Background: an optimization exercise with open tools, aiming at small area. Do not read the settings as production practice. RTL that was checked went through simulation tests only; none was proved equivalent to the original. Power and IR drop assume default switching activity.

job 101:
==> flow/design.v (excerpt) <==
module project_top (
    input wire       clk,
    input wire       reset,
    input wire       btnU,
    input wire       btnD,
    input wire       btnR,
    input wire       btnL,
    input wire [3:0] sw,
    input wire       sw15,
    input wire       dht11_in,
    input wire       rx,
    input wire       echo,
    output wire       dht11_out,
    output wire       dht11_oe,
    output wire       trig,
    output wire       tx,
    output wire       disp_setting,
    output wire       disp_uart_sw0,
    output wire [1:0] disp_status,
    output wire [6:0] disp_msec,
    output wire [5:0] disp_sec,
    output wire [5:0] disp_min,
    output wire [5:0] disp_hour,
    output wire [7:0] disp_rh,
    output wire [7:0] disp_temp,
    output wire [9:0] disp_dist
);
Size: about 2,100 cells after synthesis, about 73 I/O pins, ~0.017 mm² of cells after synthesis.
export LEC_CHECK = 0
export ABC_AREA = 1
export ABC_CLOCK_PERIOD_IN_PS = 10000
export CAP_MARGIN = 20
export CORE_MARGIN = 2
export CORE_UTILIZATION = 80
export PLACE_DENSITY = 0.88
export SLEW_MARGIN = 20
create_clock -name core_clock -period 10.0 [get_ports {clk}]
standard.sh (not shown) runs the stock make flow with config.mk's settings and CLKGATE_MAP_FILE= SYNTH_SCRIPT=/design/flow/synth_recipe.tcl, a recipe that flattens the netlist after the stock synthesis.
==> flow/flow/run.sh <==
#!/bin/bash
# The standard layout with three changes to how it is built:
#  1. after the standard synthesis, the combinational logic is re-mapped with an
#     area-oriented ABC script (flow/resynth.sh, flow/map.abc); every register of the
#     standard synthesis is kept as is (name, cell type, connections)
#  2. ports are buffered with the smallest buffer (buf_1)
#  3. clock tree: clkbuf_4 leaf buffers in small clusters, no dummy loads
# Logs: synth.log, resynth.log, standard.log here; ORFS's own logs under orfs/logs.
set -euo pipefail
export BUFFER_PORTS_ARGS="-buffer_cell sky130_fd_sc_hd__buf_1"
export CTS_ARGS="-sink_clustering_enable -repair_clock_nets -buf_list sky130_fd_sc_hd__clkbuf_4 -sink_clustering_size 8 -sink_clustering_max_diameter 40 -dont_use_dummy_load"
bash standard.sh synth > synth.log 2>&1
R=orfs/results/$FLOW_PLATFORM/project_top/base
cp $R/1_2_yosys.v $R/1_2_yosys_standard.v
bash flow/resynth.sh $R/1_2_yosys_standard.v $R/1_2_yosys.v $PWD/flow/map.abc resynth.log
rm -f $R/1_synth.odb $R/1_synth.sdc
bash standard.sh > standard.log 2>&1
Other scripts of this flow, unchanged in this note and not shown: flow/flow/map.abc, flow/flow/resynth.sh
Input changes introduced in job 102 (baseline for comparison: job 101):
# job 101
export LEC_CHECK = 0
export ABC_AREA = 1
export ABC_CLOCK_PERIOD_IN_PS = 10000
export CAP_MARGIN = 20
export CORE_MARGIN = 2
export CORE_UTILIZATION = 80
export PLACE_DENSITY = 0.88
export SLEW_MARGIN = 20
create_clock -name core_clock -period 10.0 [get_ports {clk}]
# job 102
export LEC_CHECK = 0
export ABC_AREA = 1
export ABC_CLOCK_PERIOD_IN_PS = 10000
export CAP_MARGIN = 20
export CORE_MARGIN = 2
export CORE_UTILIZATION = 65
export PLACE_DENSITY = 0.75
export SLEW_MARGIN = 20
create_clock -name core_clock -period 10.0 [get_ports {clk}]
--- a/flow/flow/run.sh
+++ b/flow/flow/run.sh
@@ -10,3 +10,3 @@
 export BUFFER_PORTS_ARGS="-buffer_cell sky130_fd_sc_hd__buf_1"
-export CTS_ARGS="-sink_clustering_enable -repair_clock_nets -buf_list sky130_fd_sc_hd__clkbuf_4 -sink_clustering_size 8 -sink_clustering_max_diameter 40 -dont_use_dummy_load"
+export CTS_ARGS="-sink_clustering_enable -repair_clock_nets -buf_list sky130_fd_sc_hd__clkbuf_4 -sink_clustering_size 9 -sink_clustering_max_diameter 45 -dont_use_dummy_load"
 bash standard.sh synth > synth.log 2>&1
[summary]
- Final-stage net count essentially unchanged between job 102 and job 101.
- Changes observed in job 102 relative to job 101: post-route core utilization shows a reduction of 17 points; worst-margin pin slew shows an increase of 0.016 ns; global-route usage shows a reduction of 11 points.
- On power, job 102 does better than job 101.
- From job 101 to job 102 the numbers moved as follows: detailed-routing iteration count for the pre-antenna-repair pass grew by 2; wire length lost about 9%; required time of the critical path saw little to no change.
--- input diff job 102..job 103 ---
--- a/flow/flow/run.sh
+++ b/flow/flow/run.sh
@@ -10,3 +10,3 @@
 export BUFFER_PORTS_ARGS="-buffer_cell sky130_fd_sc_hd__buf_1"
-export CTS_ARGS="-sink_clustering_enable -repair_clock_nets -buf_list sky130_fd_sc_hd__clkbuf_4 -sink_clustering_size 9 -sink_clustering_max_diameter 45 -dont_use_dummy_load"
+export CTS_ARGS="-sink_clustering_enable -repair_clock_nets -buf_list sky130_fd_sc_hd__clkbuf_4 -sink_clustering_size 8 -sink_clustering_max_diameter 40 -dont_use_dummy_load"
 bash standard.sh synth > synth.log 2>&1
==> notes.md <==
Re remaining number of nets flagged by the antenna check after routing: no difference whatsoever between job 103 and job 102. Job 103 ended with more clock tree buffer count of the final layout than job 102. Global router's overall resource usage across job 103 and job 102: no real change.
#### Input delta (job 104 over job 103)
--- a/flow/flow/run.sh
+++ b/flow/flow/run.sh
@@ -6,3 +6,3 @@
 #  2. ports are buffered with the smallest buffer (buf_1)
-#  3. clock tree: clkbuf_4 leaf buffers in small clusters, no dummy loads
+#  3. clock tree: clkbuf_8 leaf buffers in clusters of up to 16, no dummy loads
 # Logs: synth.log, resynth.log, standard.log here; ORFS's own logs under orfs/logs.
@@ -10,3 +10,3 @@
 export BUFFER_PORTS_ARGS="-buffer_cell sky130_fd_sc_hd__buf_1"
-export CTS_ARGS="-sink_clustering_enable -repair_clock_nets -buf_list sky130_fd_sc_hd__clkbuf_4 -sink_clustering_size 8 -sink_clustering_max_diameter 40 -dont_use_dummy_load"
+export CTS_ARGS="-sink_clustering_enable -repair_clock_nets -buf_list sky130_fd_sc_hd__clkbuf_8 -sink_clustering_size 16 -sink_clustering_max_diameter 60 -dont_use_dummy_load"
 bash standard.sh synth > synth.log 2>&1
## What came out
- Summary of job 104 over job 103: synthesized netlist cell count was more or less identical; source-to-sink clock delay at the later pin of the worst-skew pair went down by 0.11 ns; fraction of area in registers was more or less identical; clock network power consumption went up by about 3.4%; clock-buffer cell count went down by 21.
Setup changes, job 104 to job 105
--- a/flow/flow/run.sh
+++ b/flow/flow/run.sh
@@ -6,3 +6,3 @@
 #  2. ports are buffered with the smallest buffer (buf_1)
-#  3. clock tree: clkbuf_8 leaf buffers in clusters of up to 16, no dummy loads
+#  3. clock tree: clkbuf_4 leaf buffers in small clusters, no dummy loads
 # Logs: synth.log, resynth.log, standard.log here; ORFS's own logs under orfs/logs.
@@ -10,3 +10,3 @@
 export BUFFER_PORTS_ARGS="-buffer_cell sky130_fd_sc_hd__buf_1"
-export CTS_ARGS="-sink_clustering_enable -repair_clock_nets -buf_list sky130_fd_sc_hd__clkbuf_8 -sink_clustering_size 16 -sink_clustering_max_diameter 60 -dont_use_dummy_load"
+export CTS_ARGS="-sink_clustering_enable -repair_clock_nets -buf_list {sky130_fd_sc_hd__clkbuf_2 sky130_fd_sc_hd__clkbuf_4} -sink_clustering_size 8 -sink_clustering_max_diameter 40 -dont_use_dummy_load"
 bash standard.sh synth > synth.log 2>&1
==> comparison <==
Total global routing track utilization ended up 0.45 points higher on job 105 than on job 104.
Per the comparison of job 105 with job 104, hold slack about even, share of the clock period used by the worst path after layout rose 0.55 points, ratio of routed vias to standard cells fell 0.027, TritonCTS buffer count rose 21, clock-buffer cell count rose 21.
Comparing job 105 against job 104, there is no change at all in depth of the worst register-to-register path.
Going from job 104 to job 105, initial antenna violation count saw an increase; proportion of cell area occupied by multi-input gates saw little to no change.

========
Another version of the RTL of project_top (not shown whole).
Size in the first run: about 340 flip-flops, roughly 73 I/O pins, about 21000 um^2 of cells after synthesis.
clock: 10.0 ns
lec_check: 0
abc_area: 1
abc_clock_period_in_ps: 10000
cap_margin: 20
core_margin: 2
core_utilization: 65
cts_buf_list: sky130_fd_sc_hd__clkbuf_4
cts_cluster_diameter: 40
cts_cluster_size: 8
place_density: 0.75
slew_margin: 20
run.sh (not shown) runs the stock make flow with config.mk's settings and CLKGATE_MAP_FILE= SYNTH_SCRIPT=/design/flow/synth_recipe.tcl, a recipe that flattens the netlist after the stock synthesis.
Stock flow here: none of the scripts above is used.
Change:
Settings changed: CTS_BUF_LIST sky130_fd_sc_hd__clkbuf_4 to sky130_fd_sc_hd__clkbuf_8, CTS_CLUSTER_DIAMETER 40 to not set, CTS_CLUSTER_SIZE 8 to not set.
Sequential share of layout area went down by 0.46 points.
Count of clock-buffer cells in the layout shrinks by 26.
Synthesized area does not change.
Hold slack gets worse by 0.0052 ns.
Final area is higher by about 1.2%.
Clock skew hardly moves.
Combinational power barely changes.
Function was not checked in any run of this note: the RTL went through the layout flow alone.

[what the ideal ports hide]
Ports are ideal in the flow. The routed layouts listed here were re-timed in OpenROAD.
Step 1: set_driving_cell puts a clkbuf_16 on clk and a buf_2 on each other input, an assumption about the parent block.
Step 2 adds t to the input delays and takes it off the output delays; t is the mean of the earliest and latest rising clock arrival at the registers after step 1. Input paths then give back, and output paths get back, about the clock's delay inside the block.
a / b / c = ideal ports / drivers / drivers and shift; a / b = the first two.
| run | shift t [ns] | setup slack, ns | worst setup path at the end | clock arrival spread, ns | worst data-port slew with drivers (ns) |
|---|---|---|---|---|---|
| job 101 | 0.726 | 3.626 / 3.626 / 3.626 | register to register | 0.066 / 0.065 | 0.04 |
| job 102 | 0.719 | 3.852 / 3.852 / 3.852 | register to register | 0.068 / 0.069 | 0.04 |
| job 103 | 0.716 | 3.855 / 3.855 / 3.855 | register to register | 0.091 / 0.092 | 0.04 |
| job 104 | 0.621 | 3.910 / 3.910 / 3.910 | register to register | 0.081 / 0.082 | 0.04 |
| job 105 | 0.716 | 3.855 / 3.855 / 3.855 | register to register | 0.091 / 0.092 | 0.04 |
| the first run of note 2 | 0.809 | 4.448 / 4.427 / 4.427 | input to output | 0.035 / 0.035 | 0.03 |
| the second run of note 2 | 0.666 | 4.453 / 4.429 / 4.429 | input to output | 0.040 / 0.040 | 0.03 |
After both steps setup and hold are still met in every run listed. The setup slack of the second run of note 2, which loses most, moves by -0.024 ns with the drivers and by -0.024 ns with both steps.
